This is an optimization exercise on Yosys and OpenROAD, whose aim is a short achievable clock period and few clock cycles, not a production implementation.
Only simulation tests tie the RTL to the original design; equivalence was not proved.
Power is estimated from default activity; no workload was simulated.

$ cat flow/config.mk
export PLATFORM = sky130hd
export DESIGN_NAME = cpu
export DESIGN_NICKNAME = cpu
export VERILOG_FILES = /design/flow/design.v
export SDC_FILE = /design/flow/constraint.sdc
export NUM_CORES = 4
export LEC_CHECK = 0
export ABC_CLOCK_PERIOD_IN_PS = 2000
export CAP_MARGIN = 20
export CORE_MARGIN = 2
export CORE_UTILIZATION = 40
export SETUP_SLACK_MARGIN = 4
export SLEW_MARGIN = 20
$ cat flow/constraint.sdc
create_clock -name core_clock -period 6.0 [get_ports {clock}]
set_input_delay 1.2000 -clock core_clock [delete_from_list [all_inputs] [get_ports {clock}]]
set_output_delay 1.2000 -clock core_clock [all_outputs]
set_load 0.01 [all_outputs]
$ cat flow/design.v
`timescale 1ns / 10ps
module cpu(clock, reset, imem_addr, imem_rdata, dmem_addr, dmem_we, dmem_wdata, dmem_rdata);
	input clock;
	input reset;
	output[11:0] imem_addr;
	input[15:0] imem_rdata;
	output[10:0] dmem_addr;
	output dmem_we;
	output[15:0] dmem_wdata;
	input[15:0] dmem_rdata;
	reg [10:0] pc;           
	reg        s2_hold;      
	reg        s2_add, s2_sub, s2_and, s2_or, s2_not, s2_shl, s2_shr;
	reg        s2_ld, s2_st, s2_br;
	reg [1:0]  s2_cond;
	reg [2:0]  s2_rd;        
	reg        s2_fwd;       
	reg [15:0] s2_a, s2_b, s2_sd;
	reg [5:0]  s2_imm;
	reg        s3_ld, s3_st;
	reg [2:0]  s3_rd;        
	reg [15:0] s3_res, s3_sd;
	reg [15:0] rf [1:7];
	wire [15:0] inst = imem_rdata;
	wire [3:0] op  = inst[15:12];
	wire [2:0] f_rd  = inst[11:9];
	wire [2:0] f_rs1 = inst[8:6];
	wire [2:0] f_rs2 = inst[5:3];
	wire rr     = (op >= 4'd1) && (op <= 4'd8);       
	wire d_addi = op == 4'd9;
	wire d_ld   = op == 4'd10;
	wire d_st   = op == 4'd11;
	wire d_br   = op == 4'd12;
	wire d_inv  = (op == 4'd0) || (op >= 4'd13) || (d_br && (f_rd[2] || (f_rd[1] && f_rd[0])))
		|| (rr && (inst[2:0] != 3'b0));
	wire d_wr   = rr || d_addi || d_ld;             
	wire use1   = (op >= 4'd1) && (op <= 4'd12);
	wire use2   = rr && (op != 4'd5);
	wire use3   = d_st;
	wire [15:0] imm = {{10{inst[5]}}, inst[5:0]};
	wire s2_ldw = s2_ld && (s2_rd != 3'd0);
	wire stall = s2_ldw && ((use1 && f_rs1 == s2_rd) || (use2 && f_rs2 == s2_rd) || (use3 && f_rd == s2_rd));
	wire [15:0] sum  = s2_a + s2_b;
	wire [15:0] diff = s2_a - s2_b;
	wire        big  = |s2_b[15:4];
	wire [15:0] shl  = big ? 16'd0 : (s2_a << s2_b[3:0]);
	wire [15:0] shr  = big ? 16'd0 : (s2_a >> s2_b[3:0]);
	wire [15:0] alu =
		({16{s2_add}} & sum) |
		({16{s2_sub}} & diff) |
		({16{s2_and}} & (s2_a & s2_b)) |
		({16{s2_or}}  & (s2_a | s2_b)) |
		({16{s2_not}} & ~s2_a) |
		({16{s2_shl}} & shl) |
		({16{s2_shr}} & shr);
	wire a_zero = s2_a == 16'd0;
	wire taken = s2_br && (s2_cond == 2'd0 ? a_zero :
	                       s2_cond == 2'd1 ? (~s2_a[15] & ~a_zero) :
	                                         (s2_a[15] | a_zero));
	wire [10:0] pc_inc = pc + 11'd1;
	wire [10:0] pc_br  = pc + {{5{s2_imm[5]}}, s2_imm};
	wire [10:0] pc_next = (stall || s2_hold) ? pc : (taken ? pc_br : pc_inc);
	wire [15:0] wb = s3_ld ? dmem_rdata : s3_res;
	assign dmem_addr  = s3_res[10:0];
	assign dmem_we    = s3_st;
	assign dmem_wdata = s3_sd;
	assign imem_addr  = {pc, 1'b0};
	reg [15:0] v1, v2, v3;
	always @* begin
		if (f_rs1 == 3'd0) v1 = 16'd0;
		else if (s2_fwd && f_rs1 == s2_rd) v1 = alu;
		else if (f_rs1 == s3_rd) v1 = wb;
		else v1 = rf[f_rs1];
	end
	always @* begin
		if (f_rs2 == 3'd0) v2 = 16'd0;
		else if (s2_fwd && f_rs2 == s2_rd) v2 = alu;
		else if (f_rs2 == s3_rd) v2 = wb;
		else v2 = rf[f_rs2];
	end
	always @* begin
		if (f_rd == 3'd0) v3 = 16'd0;
		else if (s2_fwd && f_rd == s2_rd) v3 = alu;
		else if (f_rd == s3_rd) v3 = wb;
		else v3 = rf[f_rd];
	end
	always @(posedge clock) begin
		if (reset) begin
			pc <= 11'd0;
			s2_hold <= 1'b1;
			s2_add <= 1'b0; s2_sub <= 1'b0; s2_and <= 1'b0; s2_or <= 1'b0;
			s2_not <= 1'b0; s2_shl <= 1'b0; s2_shr <= 1'b0;
			s2_ld <= 1'b0; s2_st <= 1'b0; s2_br <= 1'b0;
			s2_rd <= 3'd0; s2_fwd <= 1'b0;
			s3_ld <= 1'b0; s3_st <= 1'b0; s3_rd <= 3'd0;
		end else begin
			pc <= pc_next;
			if (stall) begin
				s2_hold <= 1'b0;
				s2_add <= 1'b0; s2_sub <= 1'b0; s2_and <= 1'b0; s2_or <= 1'b0;
				s2_not <= 1'b0; s2_shl <= 1'b0; s2_shr <= 1'b0;
				s2_ld <= 1'b0; s2_st <= 1'b0; s2_br <= 1'b0;
				s2_rd <= 3'd0; s2_fwd <= 1'b0;
			end else begin
				s2_hold <= d_inv;
				s2_add <= op == 4'd1 || d_addi || d_ld || d_st;
				s2_sub <= op == 4'd2;
				s2_and <= op == 4'd3;
				s2_or  <= op == 4'd4;
				s2_not <= op == 4'd5;
				s2_shl <= op == 4'd6;
				s2_shr <= op == 4'd7 || op == 4'd8;
				s2_ld  <= d_ld;
				s2_st  <= d_st;
				s2_br  <= d_br;
				s2_rd  <= d_wr ? f_rd : 3'd0;
				s2_fwd <= d_wr && !d_ld && f_rd != 3'd0;
			end
			s3_ld <= s2_ld;
			s3_st <= s2_st;
			s3_rd <= s2_rd;
			if (s3_rd != 3'd0)
				rf[s3_rd] <= wb;
		end
		s2_cond <= inst[10:9];
		s2_imm  <= inst[5:0];
		s2_a  <= v1;
		s2_b  <= (rr ? v2 : imm);
		s2_sd <= v3;
		s3_res <= alu;
		s3_sd  <= s2_sd;
	end
endmodule
$ cat flow/run.sh
#!/bin/bash
# synth_recipe.tcl (not shown) runs the flow's synth.tcl, then flattens the netlist and writes it again
# the make line also repeats each setting of config.mk as NAME=value (left out here)
make -C /OpenROAD-flow-scripts/flow DESIGN_CONFIG=/design/flow/config.mk WORK_HOME=/design/flow/orfs CLKGATE_MAP_FILE= SYNTH_SCRIPT=/design/flow/synth_recipe.tcl finish
==> results of run 1 <==
## path summary, 6_finish.rpt
path | start | endpoint | slack (ns) | cells past startpoint
max | s2_a[0]$_SDFF_PN0_ | pc[10]$_SDFFE_PP0N_ | 2.74 | 15
min | s2_sd[5]$_SDFF_PN0_ | s3_sd[5]$_DFF_P_ | 0.33 | 0
max reg2reg | s2_a[0]$_SDFF_PN0_ | pc[10]$_SDFFE_PP0N_ | 2.74 | 15
min reg2reg | s2_sd[5]$_SDFF_PN0_ | s3_sd[5]$_DFF_P_ | 0.33 | 0
## layer usage
layer,GRT usage (%),vias up
met5,0,-
met4,11.08,0
met3,3.178,164
met2,46.73,660
met1,34.82,6480
li1,-,5854
## cell families (layout without fill, tap and decap cells)
kind of cell	after synthesis	in the layout	synth area share [%]
muxes	167	167	16.98
DFF	231	231	39.20
and+or+nand+nor	357	359	11.46
other	1	1	0.02559
buffers and inverters	184	379	5.609
xor gates and xnor gates	40	40	2.390
adders and majority gates	62	62	5.430
AOI/OAI and AO/OA	416	416	18.90
## where the power goes
group	switching, mW	total, mW	internal, mW
sequential	0.110	1.91	1.80
clock	0.647	1.51	0.864
combinational	1.08	2.02	0.941
## through the flow
stage               util (%)  setup slack, ns  cell area (µm²)  cells  hold WS [ns]
detailed placement     43.89            2.084            15950   1900        0.3132
finish                 56.38            2.740            20490   2123        0.3267
CTS                    54.31            2.801            19740   2080        0.3248
floorplan                  -            2.983            15440   1458        0.3096
global placement       43.85            2.145            15940   1899        0.3124
global route           56.38            2.602            20490   2123        0.3308
## state kept, by name, indices dropped and copies added, names as in the netlist, 2 cells and up
signal	cells
s2_sd	16
s3_res	16
s2_imm	6
pc	11
s2_b	16
s3_rd	3
s3_sd	16
s2_cond	2
s2_rd	3
rf	112
s2_a	16
## Yosys cell counts (33+ instances only)
cell and n:
a211oi_1 71, inv_1 65, edfxtp_1 112, mux2i_1 78, clkbuf_1 67, mux4_2 61
nand2_1 73, dfxtp_1 119, o21ai_0 67, ha_1 58, o22ai_1 33, a21oi_1 114
nor2_1 140
## timing repair
| action | CTS | global route |
|---|---|---|
| hold buffers | 0 | 0 |
| pin swaps | 90 | 37 |
| resized for setup | 585 | 80 |
| buffers inserted | 120 | 42 |
| gates cloned | 15 | 1 |
| endpoints found under the setup margin | 241 | 145 |
## area by class of cell
type,instances,area (µm²),area share (%)
Clock buffer,37,747.0,3.645
Clock inverter,8,53.80,0.2626
Inverter,68,284.0,1.386
Multi-Input combinational cell,1045,9886,48.24
Sequential cell,231,5858,28.59
Tap cell,468,585.6,2.858
Timing Repair Buffer,266,3077,15.01
==> run_results.csv, run 1 <==
group,metric,value,unit
status,status,"complete, no violations",
cts,cts_tree,"done",
floorplan,die_x,195.4,µm
sta,relSlewSlack,29.53,%
layout,syn2layout_area_growth,39.82,%
hold_path,hold_path.class,"reg -> reg",
layout,layout_commonest_cell,"nor2_1",
cts,cts-root-buf,"clkbuf_16",
sta,rsz0062_at_grt,"true",
cts,path_clk_slew,0.07,ns
detailed_routing,met2_length,25910,µm
floorplan,fp.dieArea,0.03819,mm²
synth,avgSynthCellArea,10.05,µm²
sta,setup_viol,0,
synth,synth_area_leaders,"edfxtp_1, dfxtp_1, mux4_2",
detailed_routing,vias,13160,
worst_setup_path,crit_path_max_fanout,7,
worst_setup_path,critPathTopFamily,"compound AO/OA/AOI/OAI gates",
worst_setup_path,critPathKind,"reg -> reg",
detailed_routing,highest_layer,"met4",
flow_run,maxCapViolCount,0,
layout,layout.nets,1732,
synth,ys.flop_type,"dfxtp_1",
detailed_routing,wl_per_cell,24.99,µm
floorplan,fp.dieH,195.4,µm
power,ir_worst_vdd,0.1689,mV
detailed_routing,drtIter0Drc,1214,
synth,synth_nets,1553,
grt,grt_pass1_wl,79690,µm
grt,antenna_found_initial,0,
worst_setup_path,critPathSlowestCell,"dfxtp_2",
place,place_hpwl,31580,µm
synth,synth_cells,1458,
detailed_routing,ant_nets,0,
layout,drive_above_1_share,40.91,%
detailed_routing,wl_met3,3827,µm
synth,yosysWarningCount,1,
floorplan,initial_utilization,40.32,%
cts,h-tree-depth,1,
sta,hold_viol_final,0,
sta,final.setup.tns,0,ns
cts,cts.sinks,231,
synth,ys_ff_latch,231,
grt,grt_max_degree,51,
synth,synth-seq-area-share,39.20,%
place,place_congestion,0.9227,
detailed_routing,finalWirelength,53050,µm
sta,max_freq,306.8,MHz
floorplan,coreArea,0.03635,mm²
synth,syn-cell-area,0.01466,mm²
sta,worst_pin_slew,1.056,ns
grt,overflow,0,
grt,track_usage,27.16,%
detailed_routing,drc_errors,0,
power,powerDensity,265.5,mW/mm²
synth,synth_edf_count,112,
sta,skew,0.01618,ns
sta,slew_violations,0,
worst_setup_path,critPathRequiredTime,6.44,ns
grt,grt_pass1_vias,12960,
worst_setup_path,slowest_delay,0.40,ns
cts,cts_buffer_depth,3,
cts,worstSkewPairLatency,0.54,ns
worst_setup_path,cp-start-kind,"flop",
sta,min_period_over_period,54.33,%
detailed_routing,viasPerCell,6.198,
layout,antennaDiodeCount,0,
power,p_total,5.441,mW
layout,mostFrequentLayoutCells,"nor2_1, buf_4, edfxtp_1",
synth,async_flop_share,0,%
floorplan,io_pins,74,
sta,finalWorstPathRequiredPeriod,3.260,ns
synth,yosysTopAreaCellShare,22.95,%
cts,cts_inserted_buffers,25,
worst_setup_path,path_cells,"nor4_4 > and4_4 > nor4b_4 > o31a_1 > nand2b_1 > ha_2 > inv_2 > fa_2 > nand2b_4 > o2bb2ai_4 > a21oi_2 > a31oi_1 > xnor2_1 > a21oi_1 > a31o_2",
place,portBuffers,72,
synth,yosysTopAreaCell,"edfxtp_1",
layout,n_fill_cell,2916,
worst_setup_path,critical_path_arrival,3.70,ns
worst_setup_path,crit_buf_inv,1,
detailed_routing,wl_met1,20830,µm
detailed_routing,first_pass_iters,6,
power,power_leakage,7.800,nW
worst_setup_path,endpoint_kind,"flop",
floorplan,rows,70,
synth,synth_cell_types,82,
Testbench counts, summed over its fixed seeds: cycles 60,430.
==> run 2: changes to the inputs <==
==> flow/config.mk (replaced) <==
export PLATFORM = sky130hd
export DESIGN_NAME = cpu
export DESIGN_NICKNAME = cpu
export VERILOG_FILES = /design/flow/design.v
export SDC_FILE = /design/flow/constraint.sdc
export NUM_CORES = 4
export LEC_CHECK = 0
export CAP_MARGIN = 20
export CORE_MARGIN = 2
export CORE_UTILIZATION = 40
export SLEW_MARGIN = 20
==> run_results.csv, run 2 <==
group,metric,value,unit
power,p_sw_share,32.62,%
sta,final.setup.tns,0,ns
grt,antenna_found_initial,0,
cts,h-tree-depth,1,
worst_setup_path,critPathSlowestCell,"ha_1",
detailed_routing,finalWirelength,44500,µm
worst_setup_path,critPathTopFamily,"compound AO/OA/AOI/OAI gates",
synth,synth-seq-area-share,39.20,%
cts,cts.sinks,231,
place,place_congestion,0.9460,
power,switchingPower,1.542,mW
worst_setup_path,timing.critical_path.mode_cell,"o21ai_0",
sta,finalWorstPathRequiredPeriod,3.948,ns
sta,relSlewSlack,28.42,%
sta,hold_viol_final,0,
synth,synth_edf_count,112,
sta,setup_viol,0,
power,p_clk_share,32.4,%
worst_setup_path,crit_buf_inv,2,
synth,avgSynthCellArea,10.05,µm²
synth,yosysTopAreaCellShare,22.95,%
sta,holdWs,0.3204,ns
worst_setup_path,r2r_setup_slack,2.05,ns
power,internal-power,3.185,mW
hold_path,hold_path.class,"reg -> reg",
layout,drive_above_1_share,12.51,%
power,powerDensity,287.9,mW/mm²
floorplan,io_pins,74,
detailed_routing,vias,11680,
worst_setup_path,slowest_delay,0.66,ns
layout,largest_reg_flops,112,
place,portBuffers,72,
worst_setup_path,critPathRequiredTime,6.38,ns
floorplan,coreArea,0.03635,mm²
synth,ys_ff_latch,231,
worst_setup_path,crit_path_max_fanout,39,
floorplan,rows,70,
layout,antennaDiodeCount,0,
flow_run,maxCapViolCount,0,
layout,layout_commonest_cell,"nor2_1",
floorplan,die_x,195.4,µm
detailed_routing,wl_per_cell,22.76,µm
hold_path,hp-start,"s2_sd[4]$_SDFF_PN0_",
cts,cts-hold-fix-buffers,0,
floorplan,initial_utilization,40.32,%
grt,grt_pass1_vias,11400,
synth,synth_nets,1553,
synth,synth_common_cells,"nor2_1, dfxtp_1, a21oi_1, edfxtp_1, mux2i_1",
worst_setup_path,endpoint_kind,"flop",
detailed_routing,drc_errors,0,
detailed_routing,first_pass_iters,5,
layout,layout.nets,1562,
place,dp.cells,1907,
worst_setup_path,r2r_end,"s2_a[7]$_SDFF_PN0_",
sta,worst_pin_slew,1.071,ns
cts,cts-resized-gates,0,
place,place_hpwl,31850,µm
synth,yosysTopAreaCell,"edfxtp_1",
power,p_total,4.727,mW
worst_setup_path,critical_path_arrival,4.32,ns
layout,final_util,45.16,%
status,status,"complete, no violations",
sta,rsz0062_at_grt,"false",
sta,min_period_over_period,65.80,%
cts,path_clk_slew,0.06,ns
cts,cts_inserted_buffers,26,
synth,synth_area_leaders,"edfxtp_1, dfxtp_1, mux4_2",
layout,syn2layout_area_growth,12.01,%
sta,skew,0.008899,ns
detailed_routing,ant_nets,0,
layout,layout.cells.non_filler,1955,
floorplan,fp.dieArea,0.03819,mm²
power,pwr-share-comb,27.1,%
grt,track_usage,22.97,%
worst_setup_path,critPathKind,"reg -> reg",
detailed_routing,drtIter0Drc,1062,
sta,max_freq,253.3,MHz
power,power_leakage,6.197,nW
grt,grt_pass1_wl,68210,µm
cts,cts_buffer_depth,3,
synth,async_flop_share,0,%
detailed_routing,viasPerCell,5.975,
power,ir_worst_vdd,0.1986,mV
worst_setup_path,path_cells,"buf_4 > clkinv_1 > ha_1 > o21ai_0 > o21bai_1 > o21ai_0 > a221o_1 > a221oi_1 > o22ai_1",
cts,worstSkewPairLatency,0.53,ns
synth,synth_cell_types,82,
floorplan,fp.dieH,195.4,µm
grt,overflow,0,
hold_path,hold_path_depth,0,
synth,yosysWarningCount,1,
cts,cts-root-buf,"clkbuf_16",
synth,ys.flop_type,"dfxtp_1",
worst_setup_path,reg2reg_from,"s2_b[2]$_DFF_P_",
cts,post-cts-setup-buffers,0,
layout,largest_register,"rf",
cts,cts_tree,"done",
worst_setup_path,cp-start-kind,"flop",
synth,syn-cell-area,0.01466,mm²
power,seqPwrFrac,40.5,%
synth,synth.most_common_cell,"nor2_1",
synth,synth_cells,1458,
grt,grt_max_degree,51,
hold_path,min_to,"s3_sd[4]$_DFF_P_",
sta,slew_violations,0,
worst_setup_path,reg2reg_depth,9,
layout,mostFrequentLayoutCells,"nor2_1, dfxtp_1, a21oi_1",
## run 2: cell types whose count changed in the layout (fill, tap and decap cells not counted), sizes merged, moves of 2 or more
cell	change
clkdlybuf4s50	+50
clkinvlp	-3
inv	+6
bufbuf	-10
buf	-205
dlygate4sd2	-2
clkinv	+4
clkbuf	-6
## run 2: routing by layer
metal  routed length (µm)  GRT usage (%)
met3                 2831          3.282
met1                19320          30.86
met5                    0              0
met2                21080          38.35
met4                 1266          7.238
## run 2: worst max-delay path by stage
stage	start	end	slack [ns]	depth (start not counted)
final	s2_b[2]$_DFF_P_	s2_a[7]$_SDFF_PN0_	2.05	9
after global routing	s2_b[2]$_DFF_P_	s2_sd[10]$_SDFF_PN0_	1.78	10
after CTS	s2_b[2]$_DFF_P_	s2_a[7]$_SDFF_PN0_	2.13	9
after detailed placement	imem_rdata[10]	s2_sd[10]$_SDFF_PN0_	1.96	6
after global placement	imem_rdata[10]	s2_sd[7]$_SDFF_PN0_	2.04	6
after floorplan	s2_a[11]$_SDFF_PN0_	pc[10]$_SDFFE_PP0N_	2.79	16
## run 2: logic make-up after synthesis
group	count (synthesis)	synth area share, %
and+or+nand+nor	357	11.46
AOI/OAI and AO/OA	416	18.90
adders and majority gates	62	5.430
DFF	231	39.20
buffers and inverters	184	5.609
xor gates and xnor gates	40	2.390
muxes	167	16.98
other	1	0.02559
## run 2: layout make-up
cell class,instances,area [µm²]
tap,468,585.6
timing repair buffer,97,878.3
clock inverter,16,132.6
multi-input combinational,1043,8113
clock buffer,32,704.4
inverter,68,255.2
fill,3346,19930
sequential,231,5747
## run 2: power groups by stage
stage | Combinational, mW | Clock [mW] | Sequential [mW]
after CTS | 1.26 | 1.57 | 1.91
after floorplan | 0.929 | 0 | 1.88
after global routing | 1.39 | 1.63 | 1.92
after detailed placement | 1.25 | 0 | 1.94
final | 1.28 | 1.53 | 1.91
after global placement | 1.25 | 0 | 1.94
## run 2: metrics by stage
step | setup WS, ns | area (µm²)
finish | 2.052 | 16420
CTS | 2.133 | 16410
detailed placement | 1.960 | 15570
global placement | 2.039 | 15570
floorplan | 2.789 | 14660
global route | 1.779 | 16420
==> run 3: changes to the inputs <==
--- a/flow/design.v
+++ b/flow/design.v
@@ -19,6 +19,7 @@
 	reg [5:0]  s2_imm;
 	reg        s3_ld, s3_st;
 	reg [2:0]  s3_rd;        
+	reg        s3_w;         
 	reg [15:0] s3_res, s3_sd;
 	reg [15:0] rf [1:7];
 	wire [15:0] inst = imem_rdata;
@@ -45,19 +46,24 @@
 	wire        big  = |s2_b[15:4];
 	wire [15:0] shl  = big ? 16'd0 : (s2_a << s2_b[3:0]);
 	wire [15:0] shr  = big ? 16'd0 : (s2_a >> s2_b[3:0]);
-	wire [15:0] alu =
-		({16{s2_add}} & sum) |
-		({16{s2_sub}} & diff) |
+	wire [15:0] oth =
 		({16{s2_and}} & (s2_a & s2_b)) |
 		({16{s2_or}}  & (s2_a | s2_b)) |
 		({16{s2_not}} & ~s2_a) |
 		({16{s2_shl}} & shl) |
 		({16{s2_shr}} & shr);
+	wire [15:0] alu = ({16{s2_add}} & sum) | ({16{s2_sub}} & diff) | oth;
 	wire a_zero = s2_a == 16'd0;
 	wire taken = s2_br && (s2_cond == 2'd0 ? a_zero :
 	                       s2_cond == 2'd1 ? (~s2_a[15] & ~a_zero) :
 	                                         (s2_a[15] | a_zero));
-	wire [10:0] pc_inc = pc + 11'd1;
+	reg [10:0] pc_inc;
+	integer k;
+	always @* begin
+		pc_inc[0] = ~pc[0];
+		for (k = 1; k < 11; k = k + 1)
+			pc_inc[k] = pc[k] ^ (&(pc | ~((11'd1 << k) - 11'd1)));
+	end
 	wire [10:0] pc_br  = pc + {{5{s2_imm[5]}}, s2_imm};
 	wire [10:0] pc_next = (stall || s2_hold) ? pc : (taken ? pc_br : pc_inc);
 	wire [15:0] wb = s3_ld ? dmem_rdata : s3_res;
@@ -65,25 +71,35 @@
 	assign dmem_we    = s3_st;
 	assign dmem_wdata = s3_sd;
 	assign imem_addr  = {pc, 1'b0};
-	reg [15:0] v1, v2, v3;
-	always @* begin
-		if (f_rs1 == 3'd0) v1 = 16'd0;
-		else if (s2_fwd && f_rs1 == s2_rd) v1 = alu;
-		else if (f_rs1 == s3_rd) v1 = wb;
-		else v1 = rf[f_rs1];
-	end
-	always @* begin
-		if (f_rs2 == 3'd0) v2 = 16'd0;
-		else if (s2_fwd && f_rs2 == s2_rd) v2 = alu;
-		else if (f_rs2 == s3_rd) v2 = wb;
-		else v2 = rf[f_rs2];
-	end
-	always @* begin
-		if (f_rd == 3'd0) v3 = 16'd0;
-		else if (s2_fwd && f_rd == s2_rd) v3 = alu;
-		else if (f_rd == s3_rd) v3 = wb;
-		else v3 = rf[f_rd];
-	end
+	wire [15:0] rf_r1 = f_rs1 == 3'd0 ? 16'd0 : rf[f_rs1];
+	wire [15:0] rf_r2 = f_rs2 == 3'd0 ? 16'd0 : rf[f_rs2];
+	wire [15:0] rf_r3 = f_rd  == 3'd0 ? 16'd0 : rf[f_rd];
+	wire h2_1 = s2_fwd && f_rs1 == s2_rd;
+	wire h2_2 = s2_fwd && f_rs2 == s2_rd && rr;
+	wire h2_3 = s2_fwd && f_rd  == s2_rd;
+	wire h3_1 = s3_w && f_rs1 == s3_rd;
+	wire h3_2 = s3_w && f_rs2 == s3_rd && rr;
+	wire h3_3 = s3_w && f_rd  == s3_rd;
+	wire s2_oth = ~s2_add & ~s2_sub;
+	wire [15:0] v1 =
+		({16{h2_1 & s2_add}} & sum) |
+		({16{h2_1 & s2_sub}} & diff) |
+		({16{h2_1 & s2_oth}} & oth) |
+		({16{~h2_1 & h3_1}} & wb) |
+		({16{~h2_1 & ~h3_1}} & rf_r1);
+	wire [15:0] v2 =
+		({16{h2_2 & s2_add}} & sum) |
+		({16{h2_2 & s2_sub}} & diff) |
+		({16{h2_2 & s2_oth}} & oth) |
+		({16{~h2_2 & h3_2}} & wb) |
+		({16{~h2_2 & ~h3_2 & rr}} & rf_r2) |
+		({16{~rr}} & imm);
+	wire [15:0] v3 =
+		({16{h2_3 & s2_add}} & sum) |
+		({16{h2_3 & s2_sub}} & diff) |
+		({16{h2_3 & s2_oth}} & oth) |
+		({16{~h2_3 & h3_3}} & wb) |
+		({16{~h2_3 & ~h3_3}} & rf_r3);
 	always @(posedge clock) begin
 		if (reset) begin
 			pc <= 11'd0;
@@ -92,7 +108,7 @@
 			s2_not <= 1'b0; s2_shl <= 1'b0; s2_shr <= 1'b0;
 			s2_ld <= 1'b0; s2_st <= 1'b0; s2_br <= 1'b0;
 			s2_rd <= 3'd0; s2_fwd <= 1'b0;
-			s3_ld <= 1'b0; s3_st <= 1'b0; s3_rd <= 3'd0;
+			s3_ld <= 1'b0; s3_st <= 1'b0; s3_rd <= 3'd0; s3_w <= 1'b0;
 		end else begin
 			pc <= pc_next;
 			if (stall) begin
@@ -119,13 +135,14 @@
 			s3_ld <= s2_ld;
 			s3_st <= s2_st;
 			s3_rd <= s2_rd;
-			if (s3_rd != 3'd0)
+			s3_w  <= s2_rd != 3'd0;
+			if (s3_w)
 				rf[s3_rd] <= wb;
 		end
 		s2_cond <= inst[10:9];
 		s2_imm  <= inst[5:0];
 		s2_a  <= v1;
-		s2_b  <= (rr ? v2 : imm);
+		s2_b  <= v2;
 		s2_sd <= v3;
 		s3_res <= alu;
 		s3_sd  <= s2_sd;
--- a/flow/config.mk
+++ b/flow/config.mk
@@ -5,7 +5,9 @@
 export SDC_FILE = /design/flow/constraint.sdc
 export NUM_CORES = 4
 export LEC_CHECK = 0
+export ABC_CLOCK_PERIOD_IN_PS = 2000
 export CAP_MARGIN = 20
 export CORE_MARGIN = 2
 export CORE_UTILIZATION = 40
+export SETUP_SLACK_MARGIN = 4
 export SLEW_MARGIN = 20
==> run_results.csv, run 3 <==
group,metric,value,unit
synth,avgSynthCellArea,10.07,µm²
place,place_congestion,0.9801,
power,ir_worst_vdd,0.2037,mV
layout,mostFrequentLayoutCells,"buf_4, edfxtp_1, nand2_1",
layout,drive_above_1_share,46.55,%
sta,max_freq,371.5,MHz
synth,ys_ff_latch,232,
cts,cts-root-buf,"clkbuf_16",
cts,worstSkewPairLatency,0.55,ns
cts,cts_tree,"done",
layout,layout.nets,1835,
layout,syn2layout_area_growth,43.52,%
worst_setup_path,crit_path_max_fanout,3,
synth,synth_nets,1611,
place,portBuffers,72,
detailed_routing,drc_errors,0,
place,place_hpwl,37060,µm
sta,relSlewSlack,42.60,%
power,p_total,5.594,mW
worst_setup_path,cp-start-kind,"flop",
detailed_routing,wl_per_cell,26.30,µm
power,internal-power,3.692,mW
floorplan,io_pins,74,
detailed_routing,first_pass_iters,7,
synth,synth-seq-area-share,37.90,%
layout,final_area,0.02183,mm²
sta,final.setup.tns,0,ns
floorplan,fp.dieH,199.0,µm
sta,worst_pin_slew,0.8599,ns
synth,yosysTopAreaCell,"edfxtp_1",
synth,syn-cell-area,0.01521,mm²
power,seqPwrFrac,33.7,%
layout,seqCellArea,0.005911,mm²
synth,async_flop_share,0,%
power,p_sw_share,34.00,%
hold_path,hp-start,"s2_sd[13]$_DFF_P_",
cts,cts.sinks,232,
grt,antenna_found_initial,0,
sta,setup_viol,0,
worst_setup_path,critical_path_arrival,3.11,ns
flow_run,maxCapViolCount,0,
detailed_routing,ant_nets,0,
synth,yosysTopAreaCellShare,22.11,%
layout,n_fill_cell,3011,
layout,layout_commonest_cell,"buf_4",
sta,skew,0.02773,ns
synth,synth_cells,1511,
cts,cts_inserted_buffers,26,
worst_setup_path,critPathSlowestCell,"fa_2",
place,dp.cells,1989,
worst_setup_path,path_cells,"buf_12 > ha_4 > fa_2 > a211oi_4 > nor2_2 > o41ai_4 > buf_4 > o31ai_2 > mux2i_2 > nand2_1 > a221o_1",
grt,grt_max_degree,32,
status,status,"complete, no violations",
sta,rsz0062_at_grt,"true",
detailed_routing,drtIter0Drc,1598,
synth,synth_common_cells,"dfxtp_1, nand2_1, edfxtp_1, o21ai_0, nor2_1",
floorplan,coreArea,0.03758,mm²
cts,path_clk_slew,0.06,ns
sta,finalWorstPathRequiredPeriod,2.692,ns
synth,synth.most_common_cell,"dfxtp_1",
power,powerDensity,256.2,mW/mm²
worst_setup_path,critPathRequiredTime,6.42,ns
floorplan,initial_utilization,40.48,%
synth,yosysWarningCount,1,
place,preCtsSetupSlack,1.890,ns
power,pwr-share-comb,36.1,%
grt,grt_pass1_wl,87810,µm
layout,largest_register,"rf",
worst_setup_path,endpoint_kind,"flop",
floorplan,rows,71,
worst_setup_path,cp-startpoint,"s2_b[0]$_DFF_P_",
worst_setup_path,critPathTopFamily,"compound AO/OA/AOI/OAI gates",
floorplan,fp.dieArea,0.03961,mm²
worst_setup_path,critPathKind,"reg -> reg",
detailed_routing,finalWirelength,59600,µm
power,power_leakage,8.090,nW
layout,layout.cells.non_filler,2266,
hold_path,hold_path.class,"reg -> reg",
synth,synth_cell_types,85,
sta,hold_viol_final,0,
layout,largest_reg_flops,112,
synth,synth_area_leaders,"edfxtp_1, dfxtp_1, mux4_2",
grt,track_usage,29.46,%
grt,overflow,0,
worst_setup_path,slowest_delay,0.38,ns
power,switchingPower,1.902,mW
power,p_clk_share,30.2,%
cts,cts_buffer_depth,3,
sta,min_period_over_period,44.86,%
sta,slew_violations,0,
place,postPlaceCellArea,0.01643,mm²
worst_setup_path,crit_buf_inv,2,
layout,antennaDiodeCount,0,
grt,grt_pass1_vias,14130,
synth,ys.flop_type,"dfxtp_1",
detailed_routing,vias,14400,
worst_setup_path,reg2reg_from,"s2_b[0]$_DFF_P_",
cts,h-tree-depth,1,
synth,synth_edf_count,112,
layout,multiInputGateArea,0.01068,mm²
detailed_routing,viasPerCell,6.356,
floorplan,die_x,199.0,µm
sta,finalWorstSetupSlack,3.308,ns
-- run 3: cell type report --
cell class              count  share of cell area (%)
clock buffers              28                   3.112
clock inverters            20                   1.032
inverters                  74                   1.507
multi-input cells        1090                   48.91
flip-flops and latches    232                   27.07
well taps                 511                   2.929
repair buffers            310                   15.39
repair inverters            1                 0.04012
-- run 3: final timing paths --
path | endpoint | cells past startpoint | slack (ns)
worst max-delay path | s2_b[14]$_DFF_P_ | 11 | 3.31
worst min-delay path | s3_sd[13]$_DFF_P_ | 0 | 0.35
worst max register to register | s2_b[14]$_DFF_P_ | 11 | 3.31
worst min register to register | s3_sd[13]$_DFF_P_ | 0 | 0.35
-- run 3: power groups by stage --
stage,combinational [mW],clock (mW),sequential (mW)
finish,2.02,1.69,1.88
global route,2.11,1.78,1.89
CTS,1.81,1.71,1.87
detailed placement,1.23,0,1.93
global placement,1.23,0,1.93
floorplan,0.931,0,1.85
-- run 3: kinds of logic after synthesis --
family | share of synthesized area, %
fa+ha+maj | 5.642
xor+xnor | 2.591
simple gates | 11.94
buf+inv | 5.494
flops | 37.90
compound gates | 20.32
mux | 16.08
other cells | 0.02465
-- run 3: per-layer routing --
| metal | GRT usage, % | part of all wire (%) | vias to the layer above |
|---|---|---|---|
| met2 | 49.27 | 48 | 826 |
| li1 | - | - | 6258 |
| met1 | 36.85 | 39 | 7086 |
| met4 | 14.87 | 5.9 | 0 |
| met3 | 4.798 | 7.7 | 232 |
| met5 | 0 | 0 | - |
-- run 3: metrics by stage --
| step | utilization (%) | hold WS [ns] |
|---|---|---|
| after global placement | 43.72 | 0.3590 |
| after CTS | 56.11 | 0.3620 |
| after global routing | 58.10 | 0.3541 |
| after detailed placement | 43.72 | 0.3472 |
| final | 58.10 | 0.3536 |
| after floorplan | - | 0.3096 |
-- run 3: what timing repair did --
item	in CTS	in global routing
setup buffers	183	30
hold buffers	0	0
setup endpoints to repair	256	154
resized for setup	684	105
gates cloned	16	0
pin swaps	128	62
Testbench counts of run 3, summed over its fixed seeds: cycles 60,430.

[port drivers added, routing unchanged]
In the flow no input, the clock included, has a driving cell. The finished layouts below were timed again as built, in two steps.
Step 1: set_driving_cell puts a clkbuf_16 on clock and a buf_2 on each other input, an assumption about the parent block.
Step 2 moves the port delays by t, midway between the first and last clock arrival at a register: inputs arrive t later, outputs are due t later. That takes back most of the time a late clock gives input paths.
Three values: ideal ports, drivers, drivers and shift; two values: the first two.
| run | t, ns | slack for setup (ns) | worst hold slack (ns) | cell pins on the clock port's net |
|---|---|---|---|---|
| run 1 | 0.586 | 2.740 / 2.740 / 2.740 | 0.327 / 0.327 / 0.327 | 1 |
| run 2 | 0.571 | 2.052 / 2.052 / 1.965 | 0.320 / 0.320 / 0.320 | 1 |
| run 3 | 0.588 | 3.308 / 3.308 / 2.800 | 0.354 / 0.354 / 0.354 | 1 |
After both steps setup and hold are still met in every run listed. For run 3, which loses most, drivers alone change the setup slack by 0.000 ns; drivers and shift together by -0.508 ns.
